Source: an optimization exercise on an open RTL-to-GDS flow (aim: small area, a short achievable clock period and few clock cycles). Production flows keep margins and buffers that such runs may drop.
In this exercise RTL edits were held to simulation tests only and were not proved equivalent to the original.
Power and IR drop assume default switching activity.

==> design.v <==
module CHIP #(
    parameter BIT_W = 32
)(
    input               i_clk,
    input               i_rst_n,
    input  [BIT_W-1:0]  i_IMEM_data,
    output [BIT_W-1:0]  o_IMEM_addr,
    output              o_IMEM_cen,
    input               i_DMEM_stall,
    input  [BIT_W-1:0]  i_DMEM_rdata,
    output              o_DMEM_cen,
    output              o_DMEM_wen,
    output [BIT_W-1:0]  o_DMEM_addr,
    output [BIT_W-1:0]  o_DMEM_wdata
);
    localparam [6:0] OP_R     = 7'b0110011;
    localparam [6:0] OP_I     = 7'b0010011;
    localparam [6:0] OP_AUIPC = 7'b0010111;
    localparam [6:0] OP_JAL   = 7'b1101111;
    localparam [6:0] OP_JALR  = 7'b1100111;
    localparam [6:0] OP_LW    = 7'b0000011;
    localparam [6:0] OP_SW    = 7'b0100011;
    localparam [6:0] OP_BR    = 7'b1100011;
    localparam [6:0] OP_ECALL = 7'b1110011;
    localparam [31:0] PC_RESET = 32'h00010000;
    localparam [31:0] SP_RESET = 32'hbffffff0;
    localparam [31:0] GP_RESET = 32'h10008000;
    reg  [31:0] pc_f;
    reg  [31:0] ir;
    reg  [31:0] pc_d;
    reg         v_d;
    reg  [31:0] oh1_d, oh2_d;    
    reg         v_e;
    reg  [31:0] x_e, y_e, b_e;    
    reg  [4:0]  rd_e;
    reg         e_wr;        
    reg         e_ld, e_st, e_mul, e_br, e_jalr;
    reg         e_sub;
    reg  [2:0]  e_sel;       
    reg  [2:0]  e_f3;        
    reg         p_cen, p_wen, p_ld;
    reg  [31:0] p_addr, p_wdata;
    reg  [4:0]  p_rd;
    reg         m_busy, m_done;
    reg  [4:0]  m_rd;
    reg  [31:0] m_a, m_b, m_acc;
    reg  [31:0] rf [1:31];
    reg  [31:1] rf_v;
    wire [6:0] op_d  = ir[6:0];
    wire [4:0] rd_d  = ir[11:7];
    wire [4:0] rs1_d = ir[19:15];
    wire [4:0] rs2_d = ir[24:20];
    wire [2:0] f3_d  = ir[14:12];
    wire d_r     = (op_d == OP_R);
    wire d_i     = (op_d == OP_I);
    wire d_auipc = (op_d == OP_AUIPC);
    wire d_jal   = (op_d == OP_JAL);
    wire d_jalr  = (op_d == OP_JALR);
    wire d_ld    = (op_d == OP_LW);
    wire d_st    = (op_d == OP_SW);
    wire d_br    = (op_d == OP_BR);
    wire d_ecall = (op_d == OP_ECALL);
    wire d_mul   = d_r & ir[25];
    wire d_use1  = d_r | d_i | d_jalr | d_ld | d_st | d_br;
    wire d_use2  = d_r | d_st | d_br;
    wire d_wrany = (d_r | d_i | d_auipc | d_jal | d_jalr | d_ld) & (rd_d != 5'd0);
    wire [31:0] imm_i = {{20{ir[31]}}, ir[31:20]};
    wire [31:0] imm_s = {{20{ir[31]}}, ir[31:25], ir[11:7]};
    wire [31:0] imm_u = {ir[31:12], 12'b0};
    wire [31:0] imm_b = {{19{ir[31]}}, ir[31], ir[7], ir[30:25], ir[11:8], 1'b0};
    wire [31:0] imm_j = {{11{ir[31]}}, ir[31], ir[19:12], ir[20], ir[30:21], 1'b0};
    function [31:0] rf_init;
        input [4:0] r;
        begin
            case (r)
                5'd2:    rf_init = SP_RESET;
                5'd3:    rf_init = GP_RESET;
                default: rf_init = 32'd0;
            endcase
        end
    endfunction
    function [31:0] rf_sel;
        input [31:0] oh;
        integer j;
        begin
            rf_sel = 32'd0;
            for (j = 1; j < 32; j = j + 1)
                rf_sel = rf_sel | ({32{oh[j]}} & rf[j]);
        end
    endfunction
    wire        rf_v1  = |(oh1_d & {rf_v, 1'b1});
    wire        rf_v2  = |(oh2_d & {rf_v, 1'b1});
    wire [31:0] rf_rd1 = rf_v1 ? rf_sel(oh1_d) : ({32{oh1_d[2]}} & SP_RESET) | ({32{oh1_d[3]}} & GP_RESET);
    wire [31:0] rf_rd2 = rf_v2 ? rf_sel(oh2_d) : ({32{oh2_d[2]}} & SP_RESET) | ({32{oh2_d[3]}} & GP_RESET);
    wire [31:0] ex_res;
    wire        ex_wr_now;           
    wire [31:0] rs1_val = (ex_wr_now && rd_e == rs1_d) ? ex_res : rf_rd1;
    wire [31:0] rs2_val = (ex_wr_now && rd_e == rs2_d) ? ex_res : rf_rd2;
    wire pe_e = v_e & (e_ld | e_mul) & (rd_e != 5'd0);
    wire pe_p = p_cen & p_ld;
    wire pe_m = m_busy | m_done;
    function busy_reg;
        input [4:0] r;
        begin
            busy_reg = (r != 5'd0) &&
                       ((pe_e && rd_e == r) || (pe_p && p_rd == r) ||
                        (pe_m && m_rd == r));
        end
    endfunction
    wire hazard_d = v_d & ((d_use1 & busy_reg(rs1_d)) | (d_use2 & busy_reg(rs2_d)) |
                           (d_wrany & busy_reg(rd_d)) | d_ecall);
    wire [31:0] y_in = e_sub ? ~y_e : y_e;
    wire [32:0] sum33 = {1'b0, x_e} + {1'b0, y_in} + {32'd0, e_sub};
    wire [31:0] sum = sum33[31:0];
    wire        lt = (x_e[31] ^ y_e[31]) ? x_e[31] : sum[31];
    wire        eq = (x_e == y_e);
    wire [31:0] shl = x_e << y_e[4:0];
    wire [31:0] sra = $signed(x_e) >>> y_e[4:0];
    reg  [31:0] res;
    always @(*) begin
        case (e_sel)
            3'd0:    res = sum;
            3'd1:    res = x_e & y_e;
            3'd2:    res = x_e ^ y_e;
            3'd3:    res = {31'd0, lt};
            3'd4:    res = shl;
            3'd5:    res = sra;
            default: res = b_e;             
        endcase
    end
    assign ex_res = res;
    reg taken;
    always @(*) begin
        case (e_f3)
            3'b000:  taken = eq;
            3'b001:  taken = ~eq;
            3'b100:  taken = lt;
            3'b101:  taken = ~lt;
            default: taken = 1'b0;
        endcase
    end
    wire ld_done = p_cen & p_ld & ~i_DMEM_stall;
    wire wp_r = ld_done;
    wire wp_m = m_done & ~ld_done;
    wire port_taken = ld_done | m_done;
    wire stall_e = v_e & (((e_ld | e_st) & p_cen & i_DMEM_stall) |
                          (e_mul & (m_busy | m_done)) |
                          (e_wr & port_taken));
    wire go_e = v_e & ~stall_e;
    assign ex_wr_now = go_e & e_wr;
    wire redirect_e = go_e & ((e_br & taken) | e_jalr);
    wire [31:0] target_e = e_jalr ? {sum[31:1], 1'b0} : b_e;
    wire stall_d = stall_e | hazard_d;
    wire [31:0] target_b = pc_d + imm_b;      
    wire [31:0] f_inst = i_IMEM_data;
    wire        f_jal  = (f_inst[6:0] == OP_JAL);
    wire [31:0] f_imm_j = {{11{f_inst[31]}}, f_inst[31], f_inst[19:12], f_inst[20], f_inst[30:21], 1'b0};
    wire [31:0] target_j = pc_f + f_imm_j;
    wire [31:0] pc_4 = pc_f + 32'd4;
    always @(posedge i_clk or negedge i_rst_n) begin
        if (!i_rst_n) begin
            pc_f <= PC_RESET;
            v_d  <= 1'b0;
        end else begin
            if (redirect_e) begin
                pc_f <= target_e;
                v_d  <= 1'b0;
            end else if (!stall_d) begin
                pc_f <= f_jal ? target_j : pc_4;
                v_d  <= 1'b1;
            end
        end
    end
    always @(posedge i_clk) begin
        if (!stall_d) begin
            ir    <= f_inst;
            pc_d  <= pc_f;
            oh1_d <= 32'd1 << f_inst[19:15];
            oh2_d <= 32'd1 << f_inst[24:20];
        end
    end
    assign o_IMEM_addr = pc_f;
    assign o_IMEM_cen  = 1'b1;
    always @(posedge i_clk or negedge i_rst_n) begin
        if (!i_rst_n) begin
            v_e <= 1'b0;
        end else begin
            if (redirect_e) v_e <= 1'b0;
            else if (!stall_e) v_e <= v_d & ~hazard_d;
        end
    end
    always @(posedge i_clk) begin
        if (!stall_e) begin
            x_e    <= (d_auipc | d_jal) ? pc_d : rs1_val;
            y_e    <= d_jal   ? 32'd4 :
                      d_auipc ? imm_u :
                      d_st    ? imm_s :
                      (d_r | d_br) ? rs2_val : imm_i;
            b_e    <= d_jalr ? pc_f : d_br ? target_b : rs2_val;
            rd_e   <= rd_d;
            e_wr   <= ((d_r & ~d_mul) | d_i | d_auipc | d_jal | d_jalr) & (rd_d != 5'd0);
            e_ld   <= d_ld;
            e_st   <= d_st;
            e_mul  <= d_mul;
            e_br   <= d_br;
            e_jalr <= d_jalr;
            e_sub  <= (d_r & ir[30]) | d_br | (d_i & f3_d == 3'b010);
            e_f3   <= f3_d;
            if (d_jalr)                          e_sel <= 3'd6;
            else if (d_r & f3_d == 3'b111)       e_sel <= 3'd1;
            else if (d_r & f3_d == 3'b100)       e_sel <= 3'd2;
            else if (d_i & f3_d == 3'b010)       e_sel <= 3'd3;
            else if (d_i & f3_d == 3'b001)       e_sel <= 3'd4;
            else if (d_i & f3_d == 3'b101)       e_sel <= 3'd5;
            else                                 e_sel <= 3'd0;
        end
    end
    wire        wb_en   = wp_r | wp_m | ex_wr_now;
    wire [4:0]  wb_rd   = wp_r ? p_rd : wp_m ? m_rd : rd_e;
    wire [31:0] wb_data = wp_r ? i_DMEM_rdata : wp_m ? m_acc : ex_res;
    integer k;
    always @(posedge i_clk) begin
        for (k = 1; k < 32; k = k + 1)
            if (wb_en && wb_rd == k) rf[k] <= wb_data;
    end
    always @(posedge i_clk or negedge i_rst_n) begin
        if (!i_rst_n) rf_v <= 31'd0;
        else if (wb_en && wb_rd != 5'd0) rf_v[wb_rd] <= 1'b1;
    end
    wire enq = go_e & (e_ld | e_st);
    wire port_free = ~p_cen | ~i_DMEM_stall;      
    wire q_ld = e_ld & (rd_e != 5'd0);
    always @(posedge i_clk or negedge i_rst_n) begin
        if (!i_rst_n) begin
            p_cen <= 1'b0;
        end else begin
            if (port_free) p_cen <= enq;
        end
    end
    always @(posedge i_clk) begin
        if (port_free) begin
            p_wen   <= e_st;
            p_ld    <= q_ld;
            p_addr  <= sum;
            p_wdata <= b_e;
            p_rd    <= rd_e;
        end
    end
    assign o_DMEM_cen   = p_cen;
    assign o_DMEM_wen   = p_wen;
    assign o_DMEM_addr  = p_addr;
    assign o_DMEM_wdata = p_wdata;
    wire        m_start = v_e & e_mul & ~m_busy & ~m_done;    
    wire [31:0] m_pp0 = m_b[0] ? m_a : 32'd0;
    wire [31:0] m_pp1 = m_b[1] ? {m_a[30:0], 1'b0} : 32'd0;
    wire [31:0] m_nacc = m_acc + m_pp0 + m_pp1;
    wire [31:0] m_nb = {2'b00, m_b[31:2]};
    always @(posedge i_clk or negedge i_rst_n) begin
        if (!i_rst_n) begin
            m_busy <= 1'b0;
            m_done <= 1'b0;
        end else begin
            if (m_start) begin
                m_busy <= 1'b1;
            end else if (m_busy && m_nb == 32'd0) begin
                m_busy <= 1'b0;
                m_done <= 1'b1;
            end else if (wp_m) begin
                m_done <= 1'b0;
            end
        end
    end
    always @(posedge i_clk) begin
        m_a <= m_start ? x_e : {m_a[29:0], 2'b00};
        m_b <= m_start ? y_e : m_nb;
        if (m_start) begin
            m_acc <= 32'd0;
            m_rd  <= rd_e;
        end else if (m_busy) begin
            m_acc <= m_nacc;
        end
    end
endmodule
==> flow/run.sh <==
#!/bin/bash
set -uo pipefail
HERE=$(dirname "$0")
MARGIN=$(cat "$HERE/margin.txt")
RPT=orfs/reports/sky130hd/CHIP/base/6_finish.rpt

violations() {
  # prints the number of max slew / max cap violations in the finish report
  awk '/report_check_types/ {on=1} on && /VIOLATED/ {n++} /max_slew_check_slack/ {on=0} END {print n+0}' "$RPT"
}

bash standard.sh SETUP_SLACK_MARGIN="$MARGIN" finish > flow_make.log 2>&1
rc=$?
if [[ $rc -ne 0 || ! -f "$RPT" || $(violations) -ne 0 ]]; then
  mv orfs orfs_first
  rm -f out/final.def
  bash standard.sh SETUP_SLACK_MARGIN="$MARGIN" SKIP_GATE_CLONING=1 finish > flow_make_2.log 2>&1
  rc=$?

fi
exit $rc
==> flow/margin.txt <==
6.75
==> standard.sh <==
#!/bin/bash
# synth_recipe.tcl (not shown) runs the flow's synth.tcl, then flattens the netlist and writes it again
# the make line also repeats each setting of config.mk as NAME=value (left out here)
make -C /OpenROAD-flow-scripts/flow DESIGN_CONFIG=/design/flow/config.mk WORK_HOME=/design/flow/orfs CLKGATE_MAP_FILE= SYNTH_SCRIPT=/design/flow/synth_recipe.tcl "${@:-finish}"
==> config.mk <==
export PLATFORM = sky130hd
export DESIGN_NAME = CHIP
export DESIGN_NICKNAME = CHIP
export VERILOG_FILES = /design/flow/design.v
export SDC_FILE = /design/flow/constraint.sdc
export NUM_CORES = 8
export LEC_CHECK = 0
export ABC_CLOCK_PERIOD_IN_PS = 3500
export CAP_MARGIN = 20
export CORE_MARGIN = 2
export CORE_UTILIZATION = 40
export SETUP_SLACK_MARGIN = 0.5
export SLEW_MARGIN = 20
==> constraint.sdc <==
create_clock -name core_clock -period 11.0 [get_ports {i_clk}]
set_input_delay 2.2000 -clock core_clock [delete_from_list [all_inputs] [get_ports {i_clk}]]
set_output_delay 2.2000 -clock core_clock [all_outputs]
set_load 0.01 [all_outputs]
==> results.tsv, run 1 <==
metric	value	unit
worstMarginPinSlew	1.42	ns
chipWidth	436	um
hold_start	m_a[1]	
drt_first_pass_iters	11	
numClockSinks	1474	
clock_skew	0.0659	ns
pwr_density_cell	177	nW/um^2
ys.flop_type	edfxtp_1	
pwr-share-clk	34.9	%
finalCriticalPeriod	4.44	ns
ctsRootBufferMaster	clkbuf_16	
rows	158	
hold_viol	0	
gr-usage-met1	45.8	%
syn2layout_area_growth	18.7	%
seq_area_frac_synth	57.6	%
hold_path.class	register to register	
dpl-instance-area	80500	sq um
drv_slew	0	
grt-ovfl-total	0	
r2r_slack	6.56	ns
critical_path_class	register to register	
grt_max_degree	81	
antenna_found_initial	35	
use_met2	54.0	%
synth_cells	6200	
leakagePower	31.3	nW
synth_edf_count	1310	
antenna_left	0	
multiInputGateArea	31800	sq um
die_y	436	um
async_reset_ff_share	4.61	%
status	complete, no violations	
setup_tns	0	ns
io_buffer_count	164	
vias	67300	
cts_buffers	157	
drive_gt1_share	15.8	%
wirelength	381000	um
r2r_end	y_e[17]	
cts.path.max_buffers	3	
switching_share	30.9	%
dp_hpwl	231000	um
nFillCells	16400	
ys_warn_count	2	
rsz0062_at_grt	yes	
peakVddDrop	145	uV
die_area	190000	sq um
drc_errors	0	
ys_ff_latch	1474	
grt_pass1_wl	509000	um
hold-path-cell-count	2	
rr_startpoint	oh2_d[14]	
grt_pass1_vias	61500	
cts_tree	yes	
grt_use_met3	17.9	%
end_kind	register	
cp_max_fo	33	
final_area	88500	sq um
syn_nets	6465	
relSlewSlack	4.58	%
start_util	40.3	%
rr_worst_depth	10	
regArea	43000	sq um
required	11.55	ns
place_congestion	1.04	
globalRoute.busiestLayer	met2	
htree_levels	4	
p_int	10.8	mW
coreArea	185000	sq um
io_pins	166	
layout.nets	6745	
syn-cell-area	74600	sq um
cp-start-kind	register	
yosysUniqueCellTypes	95	
whs_endpoint	m_a[3]	
cts.clk_slew.worst_paths	0.06	ns
grt_use_total	38.5	%
via_per_inst	7.38	
final_util	47.8	%
wl_per_cell	41.7	um
cp_data_arrival_time	5.00	ns
max_freq	0.225	GHz
finalSetupViolations	0	
post-route-period-util	40.4	%
clk-insertion-delay-late	0.84	ns
avgSynthCellArea	12.0	sq um
hold_buffers	0	
p_comb_share	20.5	%
p_sw	4.84	mW
drv_cap	0	
seq_power_share	44.6	%
drtIter0Drc	14900	
[cells by family after synthesis]
| logic type | after synthesis | share of synthesized area, % |
|---|---|---|
| flip-flops | 1474 | 57.6 |
| multiplexers | 195 | 3.59 |
| AND/OR/NAND/NOR | 1625 | 10.3 |
| AO/OA/AOI/OAI | 2037 | 20.3 |
| XOR/XNOR | 164 | 1.93 |
| buffers and inverters | 505 | 2.62 |
| adder cells (fa/ha/maj) | 199 | 3.68 |
| other | 1 | 0.00503 |
[power groups by stage]
stage	Combinational (mW)	Sequential, mW	Clock (mW)
after CTS	2.92	6.96	5.46
after global routing	3.34	6.97	5.68
after global placement	2.72	7.08	0
after detailed placement	2.75	7.07	0
final	3.21	6.98	5.47
after floorplan	1.59	6.83	0
[how the worst max path moves through the flow]
stage	from	slack [ns]	cells after the start	end
after floorplan	i_DMEM_stall	5.93	16	rf_v[28]
after global placement	i_DMEM_stall	4.17	10	rf[10][24]
after detailed placement	i_DMEM_stall	4.16	10	rf[10][24]
after CTS	e_sub	6.55	13	rf[10][25]
after global routing	e_sub	6.56	18	rf[26][20]
final	oh2_d[14]	6.56	10	y_e[17]
[cell type report]
cell class,instances,share of cell area [%]
repair buffers,527,5.61
diodes,29,0.0820
clock buffers,187,4.67
well taps,2480,3.50
inverters,85,0.387
clock inverters,101,1.24
multi-input cells,4234,35.9
flip-flops and latches,1474,48.6
repair inverters,1,0.00565
[cells in the mapped netlist, drive strengths merged, types with 96 or more instances]
cell | n | area share (%)
nor3 | 119 | 0.80
nand3 | 178 | 1.2
clkbuf | 336 | 1.7
a221oi | 302 | 3.6
a21o | 103 | 1.0
o21ai | 240 | 1.6
mux2i | 122 | 1.6
edfxtp | 1310 | 53
nor2 | 454 | 2.3
ha | 164 | 2.8
dfxtp | 96 | 2.6
nand4 | 142 | 1.2
a21oi | 262 | 1.8
a22o | 289 | 3.4
a22oi | 361 | 3.6
nand2 | 443 | 2.2
[per-stage QoR]
stage / cells / hold slack [ns] / worst slack (ns) / power (mW)
floorplan: 6200 / 0.422 / 5.93 / 8.43
global placement: 8677 / 0.432 / 4.17 / 9.80
detailed placement: 8680 / 0.438 / 4.16 / 9.82
CTS: 9031 / 0.416 / 6.55 / 15.3
global route: 9092 / 0.446 / 6.56 / 16.0
finish: 9118 / 0.423 / 6.56 / 15.7
[placed cells by master, fill, tap and decap left out, drive strengths merged, types with 67 or more instances in the layout]
| master | Yosys | routed |
|---|---|---|
| a222oi | 81 | 81 |
| xor2 | 71 | 71 |
| a221oi | 302 | 302 |
| a22oi | 361 | 361 |
| nand3 | 178 | 178 |
| dfxtp | 96 | 96 |
| clkbuf | 336 | 194 |
| a21oi | 262 | 264 |
| buf | 84 | 364 |
| mux2i | 122 | 122 |
| and2 | 84 | 84 |
| nor3 | 119 | 119 |
| nand4 | 142 | 142 |
| nand2 | 443 | 446 |
| clkdlybuf4s50 | 0 | 144 |
| inv | 80 | 89 |
| nor2 | 454 | 454 |
| xnor2 | 93 | 93 |
| o21ai | 240 | 244 |
| ha | 164 | 164 |
| a22o | 289 | 289 |
| dfrtp | 67 | 67 |
| a21o | 103 | 105 |
| clkinv | 5 | 67 |
| edfxtp | 1310 | 1310 |
[flip-flops by register name, indices dropped and copies added, names as in the netlist, 3 cells and up]
signal	flops
oh2_d	32
oh1_d	32
m_rd	5
e_f3	3
pc_f	32
pc_d	32
x_e	32
b_e	32
rf	992
y_e	32
e_sel	3
p_rd	5
m_acc	32
rd_e	5
p_wdata	32
m_a	32
m_b	32
rf_v	31
p_addr	32
ir	32
[worst max-delay path: stages (launching register included)]
cell and delay, ns:
edfxtp_1 0.32, buf_4 0.50, buf_4 0.53, a22oi_1 0.21, nand4_1 0.14, nor3_2 0.07
buf_8 0.22, o41ai_2 1.22, nor2_1 0.08, a21o_1 0.30, a221o_1 0.37
[metal layers]
layer	part of all wire [%]	vias up
met5	0.11	-
met4	10	44
met3	16	2114
met2	40	6999
met1	33	32600
li1	-	25600
[what timing repair did]
item | CTS | global route
pin swaps | 41 | 60
cloned | 12 | 5
endpoints found under the setup margin | 2331 | 1361
buffers inserted | 51 | 50
gates resized for setup | 230 | 171
Testbench counts, summed over its fixed seeds: cycles 76,688.
==> run 2, diff against run 1 <==
--- a/design.v
+++ b/design.v
@@ -36,7 +36,8 @@
     reg         e_wr;        
     reg         e_ld, e_st, e_mul, e_br, e_jalr;
     reg         e_sub;
-    reg  [2:0]  e_sel;       
+    reg  [6:0]  e_sel;       
+    reg  [4:0]  e_sh;        
     reg  [2:0]  e_f3;        
     reg         p_cen, p_wen, p_ld;
     reg  [31:0] p_addr, p_wdata;
@@ -114,20 +115,15 @@
     wire [31:0] sum = sum33[31:0];
     wire        lt = (x_e[31] ^ y_e[31]) ? x_e[31] : sum[31];
     wire        eq = (x_e == y_e);
-    wire [31:0] shl = x_e << y_e[4:0];
-    wire [31:0] sra = $signed(x_e) >>> y_e[4:0];
-    reg  [31:0] res;
-    always @(*) begin
-        case (e_sel)
-            3'd0:    res = sum;
-            3'd1:    res = x_e & y_e;
-            3'd2:    res = x_e ^ y_e;
-            3'd3:    res = {31'd0, lt};
-            3'd4:    res = shl;
-            3'd5:    res = sra;
-            default: res = b_e;             
-        endcase
-    end
+    wire [31:0] shl = x_e << e_sh;
+    wire [31:0] sra = $signed(x_e) >>> e_sh;
+    wire [31:0] res = ({32{e_sel[0]}} & sum) |
+                      ({32{e_sel[1]}} & (x_e & y_e)) |
+                      ({32{e_sel[2]}} & (x_e ^ y_e)) |
+                      ({32{e_sel[3]}} & {31'd0, lt}) |
+                      ({32{e_sel[4]}} & shl) |
+                      ({32{e_sel[5]}} & sra) |
+                      ({32{e_sel[6]}} & b_e);           
     assign ex_res = res;
     reg taken;
     always @(*) begin
@@ -206,13 +202,14 @@
             e_jalr <= d_jalr;
             e_sub  <= (d_r & ir[30]) | d_br | (d_i & f3_d == 3'b010);
             e_f3   <= f3_d;
-            if (d_jalr)                          e_sel <= 3'd6;
-            else if (d_r & f3_d == 3'b111)       e_sel <= 3'd1;
-            else if (d_r & f3_d == 3'b100)       e_sel <= 3'd2;
-            else if (d_i & f3_d == 3'b010)       e_sel <= 3'd3;
-            else if (d_i & f3_d == 3'b001)       e_sel <= 3'd4;
-            else if (d_i & f3_d == 3'b101)       e_sel <= 3'd5;
-            else                                 e_sel <= 3'd0;
+            e_sh   <= ir[24:20];
+            if (d_jalr)                          e_sel <= 7'b1000000;
+            else if (d_r & f3_d == 3'b111)       e_sel <= 7'b0000010;
+            else if (d_r & f3_d == 3'b100)       e_sel <= 7'b0000100;
+            else if (d_i & f3_d == 3'b010)       e_sel <= 7'b0001000;
+            else if (d_i & f3_d == 3'b001)       e_sel <= 7'b0010000;
+            else if (d_i & f3_d == 3'b101)       e_sel <= 7'b0100000;
+            else                                 e_sel <= 7'b0000001;
         end
     end
     wire        wb_en   = wp_r | wp_m | ex_wr_now;
==> run 2 against run 1 <==
Final cell count decreased by 2.4%. Power barely moved. Via count down 2.6%. Die area down 0.45%. Combinational power down 7.2%. Still clean. Fmax increased by 3.8%. Critical endpoint is now rf[21][8]. Global-route usage down 0.060 points. Clock skew shrank 0.0016 ns. Sequential power hardly changed. Critical path type unchanged. Sequential share of layout area increased by 0.43 points. Non-clock buffer count shrank 40.
==> results.tsv, run 2 <==
metric	value	unit
synthDominantCellAreaShare	53.4	%
htree_levels	4	
dp_hpwl	225000	um
synth_cells	6019	
io_pins	166	
antenna_found_initial	22	
cp-start-kind	register	
worstMarginPinSlew	1.31	ns
pwr_density_cell	177	nW/um^2
dpl-instance-area	80000	sq um
vias	65600	
chipWidth	435	um
numClockSinks	1483	
nFillCells	16300	
critical_path_class	register to register	
die_y	435	um
drv_slew	0	
leakagePower	30.8	nW
syn_nets	6283	
clk-insertion-delay-late	0.85	ns
layout.nets	6536	
place_congestion	0.999	
hold_path.class	register to register	
start_util	40.2	%
ys_ff_latch	1483	
syn2layout_area_growth	18.9	%
synth_edf_count	1319	
post-route-period-util	38.9	%
largest_register	rf	
drtIter0Drc	14400	
rsz0062_at_grt	yes	
grt-ovfl-total	0	
io_buffer_count	164	
cts.clk_slew.worst_paths	0.06	ns
peakVddDrop	139	uV
max_freq	0.234	GHz
critPathSlowestCell	edfxtp_1	
relSlewSlack	12.3	%
cp_max_fo	16	
coreArea	185000	sq um
drive_gt1_share	16.0	%
drv_cap	0	
grt_pass1_vias	60700	
wl_per_cell	42.6	um
yosysUniqueCellTypes	101	
cts.path.max_buffers	3	
clock_skew	0.0643	ns
multiInputGateArea	31200	sq um
most-common-layout-cells	edfxtp_1 (1319), nand2_1 (415), nor2_1 (346)	
cts_tree	yes	
via_per_inst	7.37	
synth_top_cells_by_area	edfxtp_1 (53%), a221oi_1 (3.8%), a22o_1 (3.7%)	
async_reset_ff_share	4.59	%
ys.flop_type	edfxtp_1	
final_common_cell	edfxtp_1	
avgSynthCellArea	12.3	sq um
drt_first_pass_iters	11	
required	11.57	ns
crit_top_cell	a21oi_1	
cp_data_arrival_time	4.85	ns
wirelength	379000	um
seq_area_frac_synth	58.2	%
ys_warn_count	2	
netlist_top_cells_count	edfxtp_1 (1319), nand2_1 (430), nor2_1 (388), clkbuf_1 (332), a221oi_1 (326)	
ctsRootBufferMaster	clkbuf_16	
grt_max_degree	133	
hold_viol	0	
max_stage_delay	0.83	ns
yosysMostFrequentCell	edfxtp_1	
final_area	88300	sq um
regArea	43300	sq um
largest_reg_flops	992	
end_kind	register	
finalCriticalPeriod	4.28	ns
status	complete, no violations	
drc_errors	0	
antenna_left	0	
rows	158	
cts_buffers	160	
setup_tns	0	ns
grt_use_total	38.5	%
crit_chain	ha_1 > nor2b_1 > o31ai_2 > a21oi_1 > a21oi_1 > xnor2_2 > a221o_1 > mux2i_4 > a21oi_4 > buf_12	
die_area	189000	sq um
grt_pass1_wl	506000	um
final_util	47.8	%
syn-cell-area	74200	sq um
r2r_slack	6.72	ns
finalSetupViolations	0	
yosysTopAreaCell	edfxtp_1	
==> run 2: kinds of logic (layout without fill, tap and decap cells) <==
| logic type | Yosys count | count (layout) | synth area share (%) |
|---|---|---|---|
| DFF | 1483 | 1483 | 58.2 |
| other | 1 | 14 | 0.00505 |
| muxes | 188 | 188 | 3.81 |
| adders and majority gates | 197 | 197 | 3.66 |
| buffers and inverters | 499 | 875 | 2.66 |
| and+or+nand+nor | 1516 | 1518 | 9.72 |
| xor gates and xnor gates | 175 | 175 | 2.06 |
| AOI/OAI and AO/OA | 1960 | 1971 | 19.8 |
==> run 2: final timing paths <==
kind                         start        end  cells past startpoint
max                         x_e[2]  rf[21][8]                     10
min                        m_b[11]     m_b[9]                      2
max reg2reg                 x_e[2]  rf[21][8]                     10
min reg2reg                m_b[11]     m_b[9]                      2
max in group asynchronous  i_rst_n    pc_f[9]                      1
min in group asynchronous  i_rst_n   pc_f[24]                      1
==> run 2: power by group <==
group / switching [mW] / internal [mW]
Clock: 2.45 / 3.26
Sequential: 0.417 / 6.56
Combinational: 1.90 / 1.08
Total: 4.76 / 10.9
==> run 2: final cells by class <==
cell class | instances | share of cell area, %
Inverter | 89 | 0.427
Multi-Input combinational cell | 4050 | 35.4
Sequential cell | 1483 | 49.0
Tap cell | 2480 | 3.51
Clock buffer | 194 | 4.86
Clock inverter | 104 | 1.36
Timing Repair Buffer | 487 | 5.40
Timing Repair inverter | 1 | 0.0128
Antenna cell | 13 | 0.0368
==> run 2: stage by stage <==
stage	power (mW)	hold WS (ns)	setup WS, ns	cells
final	15.7	0.441	6.72	8901
after global routing	15.9	0.455	6.62	8890
after CTS	15.4	0.444	6.59	8863
after detailed placement	9.61	0.437	4.44	8498
after global placement	9.60	0.433	4.48	8497
after floorplan	8.27	0.422	6.27	6019
==> run 2: repair_timing <==
action                                 4_1_cts  5_1_grt
buffers inserted                            52       23
setup endpoints to repair                 2359     1641
cloned                                      15        2
endpoints found under the hold margin        0        0
pin swaps                                   47       58
hold buffers                                 0        0
resized for setup                          276      129
==> run 2: routing by layer <==
layer  global-route usage (%)  share of wire, %
met5                    0.252              0.10
met3                     16.9                16
met2                     55.1                41
met4                     30.4                11
met1                     44.8                33
==> run 2: critical path: cells and delay by family (launching register included) <==
| kind | cells | cell delay (ns) |
|---|---|---|
| xor gates and xnor gates | 1 | 0.21 |
| buffers and inverters | 1 | 0.22 |
| AOI/OAI and AO/OA | 5 | 1.50 |
| muxes | 1 | 0.62 |
| adders and majority gates | 1 | 0.43 |
| and+or+nand+nor | 1 | 0.19 |
| DFF | 1 | 0.83 |
Testbench counts of run 2, summed over its fixed seeds: cycles 76,688.
==> run 3, diff against run 2 <==
--- a/design.v
+++ b/design.v
@@ -27,7 +27,7 @@
     localparam [31:0] GP_RESET = 32'h10008000;
     reg  [31:0] pc_f;
     reg  [31:0] ir;
-    reg  [31:0] pc_d;
+    reg  [31:0] pcx_d;           
     reg         v_d;
     reg  [31:0] oh1_d, oh2_d;    
     reg         v_e;
@@ -68,8 +68,6 @@
     wire [31:0] imm_i = {{20{ir[31]}}, ir[31:20]};
     wire [31:0] imm_s = {{20{ir[31]}}, ir[31:25], ir[11:7]};
     wire [31:0] imm_u = {ir[31:12], 12'b0};
-    wire [31:0] imm_b = {{19{ir[31]}}, ir[31], ir[7], ir[30:25], ir[11:8], 1'b0};
-    wire [31:0] imm_j = {{11{ir[31]}}, ir[31], ir[19:12], ir[20], ir[30:21], 1'b0};
     function [31:0] rf_init;
         input [4:0] r;
         begin
@@ -147,11 +145,13 @@
     wire redirect_e = go_e & ((e_br & taken) | e_jalr);
     wire [31:0] target_e = e_jalr ? {sum[31:1], 1'b0} : b_e;
     wire stall_d = stall_e | hazard_d;
-    wire [31:0] target_b = pc_d + imm_b;      
     wire [31:0] f_inst = i_IMEM_data;
     wire        f_jal  = (f_inst[6:0] == OP_JAL);
+    wire        f_br   = (f_inst[6:0] == OP_BR);
     wire [31:0] f_imm_j = {{11{f_inst[31]}}, f_inst[31], f_inst[19:12], f_inst[20], f_inst[30:21], 1'b0};
-    wire [31:0] target_j = pc_f + f_imm_j;
+    wire [31:0] f_imm_b = {{19{f_inst[31]}}, f_inst[31], f_inst[7], f_inst[30:25], f_inst[11:8], 1'b0};
+    wire [31:0] target_j = pc_f + f_imm_j;    
+    wire [31:0] target_b = pc_f + f_imm_b;    
     wire [31:0] pc_4 = pc_f + 32'd4;
     always @(posedge i_clk or negedge i_rst_n) begin
         if (!i_rst_n) begin
@@ -170,7 +170,7 @@
     always @(posedge i_clk) begin
         if (!stall_d) begin
             ir    <= f_inst;
-            pc_d  <= pc_f;
+            pcx_d <= f_br ? target_b : f_jal ? pc_4 : pc_f;
             oh1_d <= 32'd1 << f_inst[19:15];
             oh2_d <= 32'd1 << f_inst[24:20];
         end
@@ -187,12 +187,11 @@
     end
     always @(posedge i_clk) begin
         if (!stall_e) begin
-            x_e    <= (d_auipc | d_jal) ? pc_d : rs1_val;
-            y_e    <= d_jal   ? 32'd4 :
-                      d_auipc ? imm_u :
+            x_e    <= d_auipc ? pcx_d : rs1_val;
+            y_e    <= d_auipc ? imm_u :
                       d_st    ? imm_s :
                       (d_r | d_br) ? rs2_val : imm_i;
-            b_e    <= d_jalr ? pc_f : d_br ? target_b : rs2_val;
+            b_e    <= d_jalr ? pc_f : (d_br | d_jal) ? pcx_d : rs2_val;
             rd_e   <= rd_d;
             e_wr   <= ((d_r & ~d_mul) | d_i | d_auipc | d_jal | d_jalr) & (rd_d != 5'd0);
             e_ld   <= d_ld;
@@ -203,7 +202,7 @@
             e_sub  <= (d_r & ir[30]) | d_br | (d_i & f3_d == 3'b010);
             e_f3   <= f3_d;
             e_sh   <= ir[24:20];
-            if (d_jalr)                          e_sel <= 7'b1000000;
+            if (d_jalr | d_jal)                  e_sel <= 7'b1000000;
             else if (d_r & f3_d == 3'b111)       e_sel <= 7'b0000010;
             else if (d_r & f3_d == 3'b100)       e_sel <= 7'b0000100;
             else if (d_i & f3_d == 3'b010)       e_sel <= 7'b0001000;
@@ -222,7 +221,9 @@
     end
     always @(posedge i_clk or negedge i_rst_n) begin
         if (!i_rst_n) rf_v <= 31'd0;
-        else if (wb_en && wb_rd != 5'd0) rf_v[wb_rd] <= 1'b1;
+        else
+            for (k = 1; k < 32; k = k + 1)
+                if (wb_en && wb_rd == k) rf_v[k] <= 1'b1;
     end
     wire enq = go_e & (e_ld | e_st);
     wire port_free = ~p_cen | ~i_DMEM_stall;      
==> flow/margin.txt (replaced) <==
7.0
==> run 3 against run 2 <==
Sequential power is essentially flat. First-iteration DRC count grew 9.0%. Power grew 5.5%. Still clean. Clock skew grew 0.022 ns. Synthesized cell count grew 2.5%. Non-clock buffer count grew 198. Combinational power grew 32%. Critical path depth grew 3. Sequential share of layout area shrank 1.7 points. Largest cell class unchanged. Final area grew 3.5%. Worst hold slack lost 0.027 ns. Critical endpoint is now rf[12][2]. Worst setup slack lost 0.14 ns.
==> results.tsv, run 3 <==
metric	value	unit
ys.flop_type	edfxtp_1	
most-common-layout-cells	edfxtp_1 (1319), nand2_1 (445), nor2_1 (391)	
finalCriticalPeriod	4.42	ns
largest_register	rf	
synth_top_cells_by_area	edfxtp_1 (53%), a22oi_1 (3.9%), a221oi_1 (3.4%)	
ys_warn_count	2	
hold_path.class	register to register	
chipWidth	435	um
final_common_cell	edfxtp_1	
required	11.47	ns
yosysTopAreaCell	edfxtp_1	
setup_ws	6.58	ns
dp_hpwl	233000	um
grt_pass1_vias	62700	
numClockSinks	1483	
hold_viol	0	
antenna_found_initial	20	
seq_area_frac_synth	58.2	%
wirelength	394000	um
fin_cells	9219	
grt_max_degree	84	
via_per_inst	7.43	
yosysUniqueCellTypes	82	
dpl-instance-area	79800	sq um
layout.nets	6832	
drv_cap	0	
wl_per_cell	42.7	um
place_congestion	1.04	
cts.clk_slew.worst_paths	0.07	ns
syn-cell-area	74300	sq um
async_reset_ff_share	4.59	%
rows	158	
cts_buffers	155	
synth_cells	6167	
coreArea	185000	sq um
start_util	40.2	%
dpl_worst_slack	3.86	ns
status	complete, no violations	
die_area	189000	sq um
final_area	91400	sq um
drive_gt1_share	20.6	%
clock_skew	0.0860	ns
final_util	49.4	%
drv_slew	0	
hold_slack	0.414	ns
synth_edf_count	1319	
grt-ovfl-total	0	
drtIter0Drc	15700	
io_buffer_count	164	
htree_levels	4	
post-route-period-util	40.2	%
clk-insertion-delay-late	0.85	ns
post-place-cells	8627	
end_kind	register	
relSlewSlack	10.6	%
die_y	435	um
r2r_slack	6.58	ns
avgSynthCellArea	12.0	sq um
finalSetupViolations	0	
largest_reg_flops	992	
syn_nets	6405	
yosysMostFrequentCell	edfxtp_1	
cts_tree	yes	
worstMarginPinSlew	1.34	ns
vias	68500	
ys_ff_latch	1483	
cts.path.max_buffers	3	
antenna_left	0	
peakVddDrop	177	uV
cp_data_arrival_time	4.89	ns
pwr_density_cell	181	nW/um^2
drt_first_pass_iters	13	
syn2layout_area_growth	23.1	%
grt_pass1_wl	521000	um
grt_use_total	39.6	%
rsz0062_at_grt	yes	
power.total	16.5	mW
cp_max_fo	31	
critical_path_class	register to register	
drc_errors	0	
ctsRootBufferMaster	clkbuf_16	
io_pins	166	
leakagePower	32.7	nW
synthDominantCellAreaShare	53.3	%
cp-start-kind	register	
setup_tns	0	ns
netlist_top_cells_count	edfxtp_1 (1319), nand2_1 (475), nor2_1 (438), a22oi_1 (383), clkbuf_1 (369)	
max_freq	0.226	GHz
[run 3: final timing paths]
| path | depth (start not counted) | startpoint | endpoint |
|---|---|---|---|
| max in group asynchronous | 2 | i_rst_n | pc_f[6] |
| setup / recovery | 13 | e_sub | rf[12][2] |
| hold reg to reg | 2 | m_a[5] | m_a[7] |
| hold / removal | 2 | m_a[5] | m_a[7] |
| min in group asynchronous | 1 | i_rst_n | pc_f[29] |
| setup reg to reg | 13 | e_sub | rf[12][2] |
[run 3: worst max-delay path: stages, from the launching register on]
cell	delay, ns
edfxtp_1	0.38
buf_6	0.16
buf_12	0.15
buf_4	0.14
xor2_2	0.16
inv_1	0.07
fa_2	0.38
xnor2_1	0.73
nand2_1	0.12
nand3_1	0.17
a31oi_1	0.11
inv_1	0.32
mux2i_1	0.22
a21oi_4	0.91
[run 3: what timing repair did]
item,4_1_cts,5_1_grt
hold buffers,0,0
buffers inserted,153,85
pin swaps,132,127
gates cloned,31,20
gates resized for setup,567,289
setup endpoints to repair,2441,2016
[run 3: report_power, final]
group          internal (mW)  total [mW]  switching [mW]  leakage [nW]
logic                   1.49        3.94            2.45          15.9
registers               6.60        6.95           0.356          14.3
clock network           3.20        5.62            2.43          2.58
[run 3: cell type report]
type	instances	area [sq um]
fill	16000	93400
sequential	1483	43300
multi-input combinational	4204	32400
timing repair buffer	685	6980
clock buffer	199	4230
tap	2480	3100
clock inverter	85	1130
inverter	62	236
antenna	18	45.0
timing repair inverter	3	22.5
[run 3: cells by family after synthesis]
logic type	synth area share (%)
AO/OA/AOI/OAI	19.5
XOR/XNOR	2.45
adder cells (fa/ha/maj)	3.23
buffers and inverters	2.57
flip-flops	58.2
multiplexers	3.60
other	0.00505
AND/OR/NAND/NOR	10.4
[run 3: metal layers]
| layer | GRT usage (%) | wire, um | vias to the layer above |
|---|---|---|---|
| met4 | 30.9 | 40500 | 30 |
| met2 | 55.2 | 158000 | 7564 |
| met3 | 19.2 | 68700 | 2335 |
| li1 | - | - | 25600 |
| met5 | 1.18 | 457 | - |
| met1 | 46.2 | 126000 | 33000 |
Testbench counts of run 3, summed over its fixed seeds: cycles 76,688.
==> run 4, diff against run 3 <==
==> flow/margin.txt (replaced) <==
6.75
==> run 4 against run 3 <==
Fmax is 0.42% higher. Final cell count is 1.9% lower. Sequential cell count stayed put. Worst hold slack worse by 0.0065 ns. Final area is 3.7% lower. Die area stayed put. Worst setup slack better by 0.019 ns. Count of clock-buffer cells in the layout is 2 lower. Critical endpoint is now rf[5][19]. Clock skew is 0.0019 ns higher.
==> results.tsv, run 4 <==
metric	value	unit
cts.clk_slew.worst_paths	0.06	ns
synth_cells	6167	
clk-insertion-delay-late	0.87	ns
numClockSinks	1483	
seq_area_frac_synth	58.2	%
drt-met1-wl	126000	um
antenna_left	0	
final_common_cell	edfxtp_1	
largest_register	rf	
yosysMostFrequentCell	edfxtp_1	
dpl-instance-area	79700	sq um
r2r_end	rf[5][19]	
synthDominantCellAreaShare	53.3	%
wirelength	376000	um
ys_warn_count	2	
hold-path-cell-count	2	
final_area	88000	sq um
drive_gt1_share	16.0	%
routed-wl-met2	156000	um
cts_buffers	158	
layout.nets	6654	
synth_top_cells_by_area	edfxtp_1 (53%), a22oi_1 (3.9%), a221oi_1 (3.4%)	
post-route-period-util	40.0	%
dp_hpwl	233000	um
async_reset_ff_share	4.59	%
antenna_found_initial	19	
place_congestion	1.01	
most-common-layout-cells	edfxtp_1 (1319), nand2_1 (461), nor2_1 (401)	
finalSetupViolations	0	
avgSynthCellArea	12.0	sq um
grt_use_total	38.1	%
io_buffer_count	164	
syn_nets	6405	
clock_skew	0.0879	ns
worstMarginPinSlew	1.32	ns
cp_max_fo	31	
via_per_inst	7.31	
setup_tns	0	ns
grt_pass1_wl	504000	um
status	complete, no violations	
drc_errors	0	
hold_buffers	0	
relSlewSlack	11.5	%
drv_slew	0	
rr_worst_depth	11	
die_y	435	um
cts_tree	yes	
syn2layout_area_growth	18.6	%
required	11.63	ns
yosysTopAreaCell	edfxtp_1	
syn-cell-area	74300	sq um
largest_reg_flops	992	
drtIter0Drc	14500	
start_util	40.2	%
io_pins	166	
hold_viol	0	
final_util	47.6	%
highest_layer	met5	
cp-start-kind	register	
htree_levels	4	
hold_path.class	register to register	
finalCriticalPeriod	4.40	ns
drv_cap	0	
max_freq	0.227	GHz
leakagePower	31.2	nW
coreArea	185000	sq um
r2r_slack	6.60	ns
cts.path.max_buffers	3	
power.total	15.8	mW
whs_endpoint	m_b[12]	
yosysUniqueCellTypes	82	
hold_start	m_b[14]	
wl_met3	58800	um
cp_data_arrival_time	5.03	ns
synth_edf_count	1319	
rows	158	
die_area	189000	sq um
pwr_density_cell	180	nW/um^2
ys_ff_latch	1483	
rsz0062_at_grt	yes	
grt_max_degree	78	
end_kind	register	
grt_pass1_vias	61100	
critical_path_class	register to register	
wl_per_cell	41.6	um
ctsRootBufferMaster	clkbuf_16	
drt_first_pass_iters	14	
netlist_top_cells_count	edfxtp_1 (1319), nand2_1 (475), nor2_1 (438), a22oi_1 (383), clkbuf_1 (369)	
peakVddDrop	147	uV
vias	66100	
chipWidth	435	um
rr_startpoint	x_e[13]	
grt-ovfl-total	0	
ys.flop_type	edfxtp_1	
-- run 4: cell counts after synthesis --
Identical to the previous run, type by type.
-- run 4: power by group --
part / internal, mW / switching (mW)
clock network: 3.09 / 2.43
registers: 6.60 / 0.470
logic: 1.19 / 2.04
-- run 4: how the worst max path moves through the flow --
stage / startpoint / end / slack, ns / depth (start not counted)
floorplan: i_DMEM_stall / pc_f[1] / 4.73 / 9
global placement: i_DMEM_stall / oh1_d[20] / 3.26 / 9
detailed placement: i_DMEM_stall / oh1_d[17] / 3.20 / 9
CTS: i_IMEM_data[26] / pcx_d[24] / 6.58 / 12
global route: x_e[13] / rf[5][19] / 6.61 / 11
finish: x_e[13] / rf[5][19] / 6.60 / 11
-- run 4: logic make-up after synthesis --
logic type      share of synthesized area, %
compound gates                          19.5
xor+xnor                                2.45
fa+ha+maj                               3.23
buf+inv                                 2.57
flops                                   58.2
mux                                     3.60
other cells                          0.00505
simple gates                            10.4
-- run 4: layout make-up --
type                    instances  area (sq um)
fillers                     16300         96800
multi-input cells            4182         30700
diodes                         12          30.0
clock buffers                 197          4220
inverters                      62           236
repair buffers                529          5360
flip-flops and latches       1483         43300
well taps                    2480          3100
clock inverters                96          1040
-- run 4: critical path, cell delays in order (launching register included) --
cell	delay, ns
edfxtp_1	0.72
ha_1	0.62
and4_1	0.37
and3_1	0.21
nand2_1	0.11
nor2b_2	0.24
nor2_1	0.13
xnor2_2	0.58
a21o_1	0.45
mux2i_1	0.24
a21oi_2	0.19
buf_4	0.31
-- run 4: through the flow --
stage | hold slack, ns | cells | setup WS (ns)
after floorplan | 0.422 | 6167 | 4.73
after global placement | 0.433 | 8609 | 3.26
after detailed placement | 0.437 | 8610 | 3.20
after CTS | 0.395 | 8984 | 6.58
after global routing | 0.424 | 9029 | 6.61
final | 0.407 | 9041 | 6.60
-- run 4: timing repair --
action	4_1_cts	5_1_grt
buffers inserted	81	43
resized for setup	315	126
pin swaps	74	53
endpoints found under the hold margin	0	0
setup endpoints to repair	2448	1632
-- run 4: metal layers --
metal	vias to the layer above	global-route usage, %
met5	-	0.151
met4	22	26.8
met3	2065	15.2
met2	6792	55.4
met1	32000	46.1
li1	25200	-
==> run 5, diff against run 4 <==
--- a/design.v
+++ b/design.v
@@ -28,6 +28,7 @@
     reg  [31:0] pc_f;
     reg  [31:0] ir;
     reg  [31:0] pcx_d;           
+    reg         pred_d;          
     reg         v_d;
     reg  [31:0] oh1_d, oh2_d;    
     reg         v_e;
@@ -36,6 +37,7 @@
     reg         e_wr;        
     reg         e_ld, e_st, e_mul, e_br, e_jalr;
     reg         e_sub;
+    reg         e_pred;
     reg  [6:0]  e_sel;       
     reg  [4:0]  e_sh;        
     reg  [2:0]  e_f3;        
@@ -142,12 +144,13 @@
                           (e_wr & port_taken));
     wire go_e = v_e & ~stall_e;
     assign ex_wr_now = go_e & e_wr;
-    wire redirect_e = go_e & ((e_br & taken) | e_jalr);
+    wire redirect_e = go_e & ((e_br & (taken ^ e_pred)) | e_jalr);
     wire [31:0] target_e = e_jalr ? {sum[31:1], 1'b0} : b_e;
     wire stall_d = stall_e | hazard_d;
     wire [31:0] f_inst = i_IMEM_data;
     wire        f_jal  = (f_inst[6:0] == OP_JAL);
     wire        f_br   = (f_inst[6:0] == OP_BR);
+    wire        f_pred = f_br & f_inst[31];             
     wire [31:0] f_imm_j = {{11{f_inst[31]}}, f_inst[31], f_inst[19:12], f_inst[20], f_inst[30:21], 1'b0};
     wire [31:0] f_imm_b = {{19{f_inst[31]}}, f_inst[31], f_inst[7], f_inst[30:25], f_inst[11:8], 1'b0};
     wire [31:0] target_j = pc_f + f_imm_j;    
@@ -162,7 +165,7 @@
                 pc_f <= target_e;
                 v_d  <= 1'b0;
             end else if (!stall_d) begin
-                pc_f <= f_jal ? target_j : pc_4;
+                pc_f <= f_jal ? target_j : f_pred ? target_b : pc_4;
                 v_d  <= 1'b1;
             end
         end
@@ -170,7 +173,8 @@
     always @(posedge i_clk) begin
         if (!stall_d) begin
             ir    <= f_inst;
-            pcx_d <= f_br ? target_b : f_jal ? pc_4 : pc_f;
+            pcx_d <= (f_br & ~f_pred) ? target_b : (f_jal | f_pred) ? pc_4 : pc_f;
+            pred_d <= f_pred;
             oh1_d <= 32'd1 << f_inst[19:15];
             oh2_d <= 32'd1 << f_inst[24:20];
         end
@@ -201,6 +205,7 @@
             e_jalr <= d_jalr;
             e_sub  <= (d_r & ir[30]) | d_br | (d_i & f3_d == 3'b010);
             e_f3   <= f3_d;
+            e_pred <= pred_d;
             e_sh   <= ir[24:20];
             if (d_jalr | d_jal)                  e_sel <= 7'b1000000;
             else if (d_r & f3_d == 3'b111)       e_sel <= 7'b0000010;
==> flow/run.sh (replaced) <==
#!/bin/bash
set -uo pipefail
HERE=$(dirname "$0")
MARGIN=$(cat "$HERE/margin.txt")
RPT=orfs/reports/sky130hd/CHIP/base/6_finish.rpt

violations() {
  # the number of max slew / max cap violations in the finish report
  awk '/report_check_types/ {on=1} on && /VIOLATED/ {n++} /max_slew_check_slack/ {on=0} END {print n+0}' "$RPT"
}

bash standard.sh SETUP_SLACK_MARGIN="$MARGIN" SKIP_GATE_CLONING=1 finish > flow_make.log 2>&1
rc=$?
if [[ $rc -ne 0 || ! -f "$RPT" || $(violations) -ne 0 ]]; then
  mv orfs orfs_first
  rm -f out/final.def
  MARGIN2=$(awk -v m="$MARGIN" 'BEGIN {print m - 0.25}')
  bash standard.sh SETUP_SLACK_MARGIN="$MARGIN2" SKIP_GATE_CLONING=1 finish > flow_make_2.log 2>&1
  rc=$?
fi
exit $rc
==> run 5 against run 4 <==
Sequential share of layout area decreased by 0.24 points. First-iteration DRC count decreased by 4.0%. Largest power group unchanged. Non-clock buffer count decreased by 9. Count of clock-buffer cells in the layout decreased by 7. Worst setup slack improved by 0.098 ns.
==> results.tsv, run 5 <==
metric	value	unit
relSlewSlack	5.66	%
chipWidth	436	um
ys_ff_latch	1485	
hold_buffers	0	
synth_edf_count	1321	
vias	65600	
grt_max_degree	81	
dp_hpwl	220000	um
die_area	190000	sq um
grt_pass1_vias	60800	
post-route-period-util	39.1	%
io_pins	166	
hold_path.class	register to register	
syn-cell-area	74700	sq um
ctsRootBufferMaster	clkbuf_16	
final_area	88600	sq um
yosysTopAreaCell	edfxtp_1	
power.total	16.2	mW
clk-insertion-delay-late	0.85	ns
drtIter0Drc	13900	
avgSynthCellArea	12.4	sq um
critical_path_class	register to register	
rsz0062_at_grt	yes	
netlist_top_cells_count	edfxtp_1 (1321), nor2_1 (463), a22oi_1 (374), clkbuf_1 (345), a221oi_1 (302)	
cts.clk_slew.worst_paths	0.07	ns
leakagePower	31.1	nW
hold_start	m_a[11]	
start_util	40.3	%
ys_warn_count	2	
numClockSinks	1485	
syn_nets	6262	
nFillCells	16400	
yosysMostFrequentCell	edfxtp_1	
antenna_left	0	
end_kind	register	
multiInputGateArea	31400	sq um
max_freq	0.232	GHz
yosysUniqueCellTypes	107	
grt_pass1_wl	497000	um
r2r_slack	6.70	ns
seq_area_frac_synth	57.9	%
grt_use_total	37.2	%
drt_first_pass_iters	14	
status	complete, no violations	
cp_max_fo	31	
synth_top_cells_by_area	edfxtp_1 (53%), a22oi_1 (3.8%), a221oi_1 (3.5%)	
drv_cap	0	
io_buffer_count	164	
worstMarginPinSlew	1.42	ns
setup_tns	0	ns
cts_buffers	158	
async_reset_ff_share	4.58	%
rr_startpoint	x_e[18]	
hold-path-cell-count	1	
wl_per_cell	41.3	um
ys.flop_type	edfxtp_1	
grt-ovfl-total	0	
r2r_end	rf[2][27]	
coreArea	185000	sq um
largest_reg_flops	992	
cp_data_arrival_time	4.85	ns
wirelength	368000	um
htree_levels	4	
die_y	436	um
rr_worst_depth	12	
layout.nets	6500	
regArea	43300	sq um
finalSetupViolations	0	
most-common-layout-cells	edfxtp_1 (1321), nor2_1 (423), a22oi_1 (373)	
via_per_inst	7.38	
final_common_cell	edfxtp_1	
finalCriticalPeriod	4.30	ns
cts_tree	yes	
hold_viol	0	
place_congestion	1.00	
pwr_density_cell	183	nW/um^2
clock_skew	0.0846	ns
synth_cells	6024	
cp-start-kind	register	
dpl-instance-area	80300	sq um
drive_gt1_share	17.9	%
required	11.54	ns
rows	158	
whs_endpoint	m_a[13]	
drc_errors	0	
synthDominantCellAreaShare	53.1	%
peakVddDrop	127	uV
syn2layout_area_growth	18.5	%
antenna_found_initial	15	
cts.path.max_buffers	3	
largest_register	rf	
drv_slew	0	
run 5: worst max-delay path by stage:
stage	end	depth (start not counted)	from
final	rf[2][27]	12	x_e[18]
after global routing	rf[29][27]	15	e_sub
after CTS	rf[26][15]	12	e_sub
after detailed placement	pc_f[23]	9	i_DMEM_stall
after global placement	pc_f[23]	9	i_DMEM_stall
after floorplan	rf[10][10]	6	i_DMEM_stall
run 5: what timing repair did:
item                                    in CTS  in global routing
gates cloned                                 0                  0
setup buffers                               77                 47
resized for setup                          253                170
endpoints found under the setup margin    2329               1381
pin swaps                                   58                 52
run 5: cell families (layout without fill, tap and decap cells):
logic type	count (synthesis)	in the layout	share of synthesized area, %
AOI/OAI and AO/OA	1932	1932	19.4
xor gates and xnor gates	207	207	2.44
adders and majority gates	171	171	3.21
buffers and inverters	516	886	2.77
DFF	1485	1485	57.9
muxes	289	289	5.11
other	1	18	0.00502
and+or+nand+nor	1423	1423	9.11
run 5: area by class of cell:
type	instances	area share, %
Antenna cell	17	0.0480
Clock buffer	190	4.74
Clock inverter	102	1.27
Inverter	74	0.319
Multi-Input combinational cell	4023	35.5
Sequential cell	1485	48.9
Tap cell	2480	3.50
Timing Repair Buffer	520	5.73
run 5: routing by layer:
metal / share of wire, % / vias to the layer above / GRT usage (%)
met2: 41 / 6748 / 53.9
met1: 33 / 32000 / 44.3
li1: - / 24800 / -
met4: 9.4 / 27 / 26.2
met5: 0.19 / - / 0.806
met3: 16 / 2058 / 15.9
run 5: where the power goes:
group,leakage (nW),switching [mW],internal [mW],total [mW]
clock,2.59,2.44,3.09,5.54
sequential,14.3,0.522,6.63,7.15
combinational,14.3,2.18,1.34,3.52
run 5: critical path: stages (launching register included):
cell,delay (ns)
edfxtp_1,0.85
ha_1,0.44
a21oi_1,0.30
o31ai_4,0.16
nand2b_1,0.19
nand3b_2,0.30
a31oi_4,0.24
buf_4,0.18
xor2_4,0.32
o2111ai_2,0.28
mux2i_2,0.39
a21oi_2,0.10
buf_4,0.26
run 5: through the flow:
| stage | utilization [%] | instances | setup slack [ns] | hold slack (ns) |
|---|---|---|---|---|
| 3_3_place_gp | 43.3 | 8457 | 4.22 | 0.456 |
| 5_1_grt | 47.7 | 8875 | 6.68 | 0.476 |
| 6_report | 47.8 | 8891 | 6.70 | 0.452 |
| 4_1_cts | 47.2 | 8827 | 6.65 | 0.459 |
| 2_1_floorplan | - | 6024 | 6.50 | 0.400 |
| 3_5_place_dp | 43.3 | 8458 | 4.21 | 0.462 |
Testbench counts of run 5, summed over its fixed seeds: cycles 76,381.
==> run 6, diff against run 5 <==
==> flow/margin.txt (replaced) <==
6.5
==> run 6 against run 5 <==
Final cell count is 0.46% lower. Wire length fell by 0.41%. Largest power group unchanged. Synthesized area stayed put. Still clean. Worst setup slack worse by 0.29 ns. Combinational power is 4% lower. Critical endpoint is now rf[18][10]. Clock skew shrank 0.00056 ns. Highest routed layer unchanged. Sequential cell count stayed put. Count of clock-buffer cells in the layout decreased by 6. Sequential power is essentially flat.
==> results.tsv, run 6 <==
metric	value	unit
synth_top_cells_by_area	edfxtp_1 (53%), a22oi_1 (3.8%), a221oi_1 (3.5%)	
clock_skew	0.0840	ns
async_reset_ff_share	4.58	%
drv_cap	0	
hold_path.class	register to register	
leakagePower	31.0	nW
finalSetupViolations	0	
antenna_found_initial	18	
clk-insertion-delay-late	0.84	ns
drtIter0Drc	13900	
peakVddDrop	125	uV
cts_tree	yes	
layout.nets	6465	
finalCriticalPeriod	4.59	ns
drc_errors	0	
yosysTopAreaCell	edfxtp_1	
vias	65000	
io_pins	166	
dpl_worst_slack	4.39	ns
grt_use_total	37.0	%
cp_max_fo	33	
grt_pass1_vias	60200	
wirelength	366000	um
seq_area_frac_synth	57.9	%
ys_warn_count	2	
cp-start-kind	input port	
yosysUniqueCellTypes	107	
die_y	436	um
r2r_slack	6.46	ns
ctsRootBufferMaster	clkbuf_16	
die_area	190000	sq um
synthDominantCellAreaShare	53.1	%
largest_reg_flops	992	
critical_path_class	input port to register	
grt_pass1_wl	493000	um
grt-ovfl-total	0	
cts_buffers	159	
worstMarginPinSlew	1.31	ns
coreArea	185000	sq um
dp_hpwl	221000	um
rr_startpoint	oh2_d[28]	
worstSetupStartpoint	i_DMEM_stall	
yosysMostFrequentCell	edfxtp_1	
netlist_top_cells_count	edfxtp_1 (1321), nor2_1 (463), a22oi_1 (374), clkbuf_1 (345), a221oi_1 (302)	
required	11.42	ns
hold_start	e_st	
syn_nets	6262	
setup_ws	6.41	ns
synth_cells	6024	
rsz0062_at_grt	yes	
hold_buffers	0	
largest_register	rf	
ys_ff_latch	1485	
setup_tns	0	ns
final_common_cell	edfxtp_1	
synth_edf_count	1321	
post-place-cells	8466	
max_freq	0.218	GHz
chipWidth	436	um
cts.clk_slew.worst_paths	0.06	ns
drv_slew	0	
most-common-layout-cells	edfxtp_1 (1321), nor2_1 (428), a22oi_1 (374)	
end_kind	register	
place_congestion	1.01	
drt_first_pass_iters	13	
pwr_density_cell	185	nW/um^2
syn2layout_area_growth	17.6	%
via_per_inst	7.34	
cp_data_arrival_time	5.01	ns
start_util	40.3	%
status	complete, no violations	
syn-cell-area	74700	sq um
wl_per_cell	41.4	um
grt_max_degree	79	
htree_levels	4	
avgSynthCellArea	12.4	sq um
rows	158	
hold_viol	0	
fin_cells	8850	
antenna_left	0	
relSlewSlack	12.2	%
numClockSinks	1485	
cts.path.max_buffers	3	
ys.flop_type	edfxtp_1	
post-route-period-util	41.7	%
drive_gt1_share	16.0	%
io_buffer_count	164	
-- run 6: cell counts after synthesis --
Identical to the previous run, type by type.
-- run 6: report_power, final --
group	internal (mW)	switching, mW	total [mW]
registers	6.62	0.506	7.13
logic	1.24	2.13	3.37
clock network	3.30	2.43	5.73
-- run 6: worst max-delay path: stages --
cell,delay (ns)
clkdlybuf4s50_1,0.63
nor2_1,0.10
buf_4,0.21
nand2_1,0.12
o221ai_4,0.14
nor2_4,0.16
a32oi_1,0.12
o21ai_2,0.33
nand2_2,0.22
nor2_4,0.13
clkbuf_8,0.55
-- run 6: kinds of logic (layout without fill, tap and decap cells) --
logic type               Yosys count  after routing  share of synthesized area (%)
AO/OA/AOI/OAI                   1932           1932                           19.4
flip-flops                      1485           1485                           57.9
AND/OR/NAND/NOR                 1423           1423                           9.11
buffers and inverters            516            849                           2.77
multiplexers                     289            289                           5.11
XOR/XNOR                         207            207                           2.44
adder cells (fa/ha/maj)          171            171                           3.21
other                              1             14                        0.00502
-- run 6: final cells by class --
class | count | area, sq um
multi-input combinational | 4023 | 30900
clock inverter | 107 | 1370
antenna | 13 | 32.5
timing repair buffer | 484 | 4800
sequential | 1485 | 43300
clock buffer | 184 | 4110
fill | 16500 | 97600
tap | 2480 | 3100
inverter | 74 | 282
-- run 6: metrics by stage --
step	hold slack, ns	area, sq um	utilization [%]	total power, mW
after floorplan	0.400	75300	-	8.66
final	0.464	87900	47.4	16.2
after global routing	0.466	87800	47.4	16.6
after global placement	0.443	80200	43.3	10.2
after CTS	0.460	86900	46.8	15.9
after detailed placement	0.454	80200	43.3	10.2
-- run 6: timing repair --
item / in CTS / in global routing
endpoints found under the setup margin: 2121 / 1488
buffers inserted: 44 / 34
gates resized for setup: 158 / 126
pin swaps: 36 / 27
endpoints found under the hold margin: 0 / 0
-- run 6: path summary, 6_finish.rpt --
kind | cells after the start | end
worst min-delay path | 0 | p_wen
worst min register to register | 0 | p_wen
max in group asynchronous | 2 | rf_v[30]
worst max register to register | 13 | b_e[31]
worst max-delay path | 11 | rf[18][10]
min in group asynchronous | 1 | pc_f[28]
-- run 6: routing by layer --
metal	global-route usage, %	part of all wire, %
met5	0.378	0.11
met4	26.9	9.7
met3	15.5	16
met2	53.7	42
met1	43.8	33
==> run 7, diff against run 6 <==
==> flow/margin.txt (replaced) <==
6.75
--- a/config.mk
+++ b/config.mk
@@ -9,5 +9,7 @@
 export CAP_MARGIN = 20
 export CORE_MARGIN = 2
 export CORE_UTILIZATION = 40
+export CTS_CLUSTER_DIAMETER = 60
+export CTS_CLUSTER_SIZE = 40
 export SETUP_SLACK_MARGIN = 0.5
 export SLEW_MARGIN = 20
==> run 7 against run 6 <==
Final cell count is 0.66% lower. Die area stayed put. Non-clock buffer count is 19 higher. Sequential cell count stayed put. Global-route usage is 0.15 points lower. Wire length is 0.31% lower. Power is 6.4% lower. Utilization is 0.45 points lower. Worst setup slack better by 0.29 ns. Sequential share of layout area is 0.51 points higher. Critical path depth is 2 higher. Synthesized cell count stayed put. Critical path type unchanged. Largest cell class unchanged.
==> results.tsv, run 7 <==
metric	value	unit
synthSimpleGateAreaFrac	9.11	%
setup_tns	0	ns
io_pins	166	
rows	158	
io_buffer_count	164	
synth_cells	6024	
via_per_inst	7.37	
clock_skew	0.105	ns
synth_top_family_by_area	compound AO/OA/AOI/OAI gates	
leakagePower	30.4	nW
cp_data_arrival_time	5.04	ns
cts.clk_slew.worst_paths	0.09	ns
chipWidth	436	um
peakVddDrop	133	uV
dp_hpwl	220000	um
rsz0062_at_grt	yes	
p_comb_share	22.9	%
switching_share	33.6	%
drc_errors	0	
syn_nets	6262	
seq_area_frac_synth	57.9	%
cts_buffers	108	
pwr_density_cell	174	nW/um^2
wirelength	365000	um
worstMarginPinSlew	1.39	ns
netlist_top_cells_count	edfxtp_1 (1321), nor2_1 (463), a22oi_1 (374), clkbuf_1 (345), a221oi_1 (302)	
avgSynthCellArea	12.4	sq um
drtIter0Drc	14100	
largest_register	rf	
hold-path-cell-count	0	
ys.flop_type	edfxtp_1	
syn-cell-area	74700	sq um
yosysTopAreaCell	edfxtp_1	
ys_warn_count	2	
max_freq	0.233	GHz
coreArea	185000	sq um
seq_power_share	47.0	%
dpl_worst_slack	4.21	ns
grt_pass1_wl	491000	um
synthDominantCellAreaShare	53.1	%
rr_worst_depth	15	
largest_reg_flops	992	
hold_viol	0	
htree_levels	3	
drv_cap	0	
synth_edf_count	1321	
hold_buffers	0	
drv_slew	0	
wl_per_cell	41.5	um
p_sw	5.10	mW
clk-insertion-delay-late	0.84	ns
cp_max_fo	7	
setup_ws	6.70	ns
yosysMostFrequentCell	edfxtp_1	
drive_gt1_share	17.0	%
grt_pass1_vias	60000	
finalCriticalPeriod	4.30	ns
relSlewSlack	7.21	%
r2r_slack	6.71	ns
start_util	40.3	%
synth_top_cells_by_area	edfxtp_1 (53%), a22oi_1 (3.8%), a221oi_1 (3.5%)	
grt_max_degree	81	
finalSetupViolations	0	
async_reset_ff_share	4.58	%
antenna_left	0	
die_y	436	um
grt_use_total	36.8	%
post-route-period-util	39.1	%
p_int	10.1	mW
cts_tree	yes	
cp-start-kind	input port	
ctsRootBufferMaster	clkbuf_16	
synth.area.mux_share	5.11	%
place_congestion	1.00	
yosys.area_share.adder	3.21	%
antenna_found_initial	22	
whs_endpoint	p_wen	
required	11.74	ns
power.total	15.2	mW
cts.path.max_buffers	3	
die_area	190000	sq um
grt-ovfl-total	0	
numClockSinks	1485	
yosysUniqueCellTypes	107	
final_common_cell	edfxtp_1	
critical_path_class	input port to register	
hold_path.class	register to register	
pwr-share-clk	30.1	%
ys_ff_latch	1485	
r2r_end	rf[2][24]	
most-common-layout-cells	edfxtp_1 (1321), nor2_1 (424), a22oi_1 (374)	
rr_startpoint	e_sub	
synth_compound_area_share	19.4	%
drt_first_pass_iters	12	
status	complete, no violations	
vias	64800	
hold_start	e_st	
syn2layout_area_growth	16.5	%
layout.nets	6433	
synth-xor-area-share	2.44	%
end_kind	register	
## run 7: changes by cell type in the layout (fill, tap and decap cells not counted), moves of 16 or more
cell       before  now
dfrtp_1        67   42
dfrtp_2         0   25
clkbuf_1       22    2
buf_4         247  263
clkinv_2       32    7
clkbuf_16     160  108
o21ai_0       217  201
bufinv_16      25    7
## run 7: layout make-up
type | instances | area (sq um)
well taps | 2480 | 3100
clock buffers | 111 | 2720
diodes | 22 | 55.1
inverters | 74 | 285
clock inverters | 94 | 1310
fillers | 16600 | 98400
multi-input cells | 4023 | 31300
flip-flops and latches | 1485 | 43300
repair buffers | 503 | 4940
## run 7: worst max path at each step
stage	endpoint	startpoint	slack, ns	cells after the start
after global placement	pc_f[23]	i_DMEM_stall	4.22	9
after CTS	rf[16][30]	e_sub	6.65	14
after floorplan	rf[10][10]	i_DMEM_stall	6.50	6
after global routing	rf[2][24]	e_sub	6.66	15
final	pc_f[31]	i_IMEM_data[28]	6.70	13
after detailed placement	pc_f[23]	i_DMEM_stall	4.21	9
## run 7: cells by family (layout without fill, tap and decap cells)
family | after synthesis | after routing
XOR/XNOR | 207 | 207
other | 1 | 23
AND/OR/NAND/NOR | 1423 | 1423
flip-flops | 1485 | 1485
AO/OA/AOI/OAI | 1932 | 1932
multiplexers | 289 | 289
buffers and inverters | 516 | 782
adder cells (fa/ha/maj) | 171 | 171
## run 7: what timing repair did
item,4_1_cts,5_1_grt
pin swaps,47,49
resized for setup,235,175
buffers inserted,71,36
setup endpoints to repair,2330,1422
## run 7: per-layer routing
| metal | GRT usage, % | vias up | part of all wire, % |
|---|---|---|---|
| li1 | - | 24600 | - |
| met1 | 43.8 | 31700 | 33 |
| met2 | 53.7 | 6513 | 42 |
| met3 | 15.4 | 1895 | 16 |
| met4 | 26.0 | 23 | 9.4 |
| met5 | 0 | - | 0.087 |
## run 7: worst max-delay path, cell delays in order
cell	delay, ns
dlygate4sd2_1	0.35
ha_4	0.28
and2_4	0.18
and3_4	0.18
o2111a_1	0.18
a211o_1	0.32
a21oi_4	0.28
o21ai_4	0.10
a21oi_2	0.16
xor2_1	0.21
mux2_2	0.37
nand3_1	0.08
mux2_2	0.14
## run 7: power by group through the flow
stage | clock [mW] | combinational, mW | sequential (mW)
after floorplan | 0 | 1.73 | 6.95
after global placement | 0 | 2.92 | 7.25
after detailed placement | 0 | 2.95 | 7.24
after CTS | 4.56 | 3.19 | 7.10
after global routing | 4.76 | 3.60 | 7.12
final | 4.57 | 3.47 | 7.13
## run 7: per-stage QoR
| step | utilization, % | hold slack, ns | cells | cell area, sq um |
|---|---|---|---|---|
| 4_1_cts | 46.4 | 0.491 | 8734 | 86000 |
| 2_1_floorplan | - | 0.400 | 6024 | 75400 |
| 5_1_grt | 46.9 | 0.483 | 8771 | 87000 |
| 6_report | 46.9 | 0.489 | 8792 | 87000 |
| 3_5_place_dp | 43.3 | 0.462 | 8458 | 80300 |
| 3_3_place_gp | 43.3 | 0.456 | 8457 | 80200 |

re-timing with driven ports:
The results above use ideal ports. As a check the final layouts listed here were re-extracted and re-timed, cells and wires unchanged.
Step 1, drivers: a clkbuf_16 drives i_clk and a buf_2 each remaining input, both assumed.
Step 2 also shifts input and output timing later by t, the mid clock arrival at the registers, as if the neighbouring blocks saw the same clock.
a / b / c = no drivers / after step 1 / after step 2; a / b = the first two.
run	shift t [ns]	setup WS [ns]
run 1	0.905	6.557 / 6.557 / 5.739
run 2	0.913	6.720 / 6.651 / 5.861
run 3	0.895	6.578 / 6.578 / 5.906
run 4	0.910	6.597 / 6.597 / 5.914
run 5	0.883	6.695 / 6.695 / 5.901
run 6	0.885	6.410 / 6.400 / 5.514
run 7	0.860	6.704 / 6.656 / 5.894
After both steps every run listed still meets setup and hold.
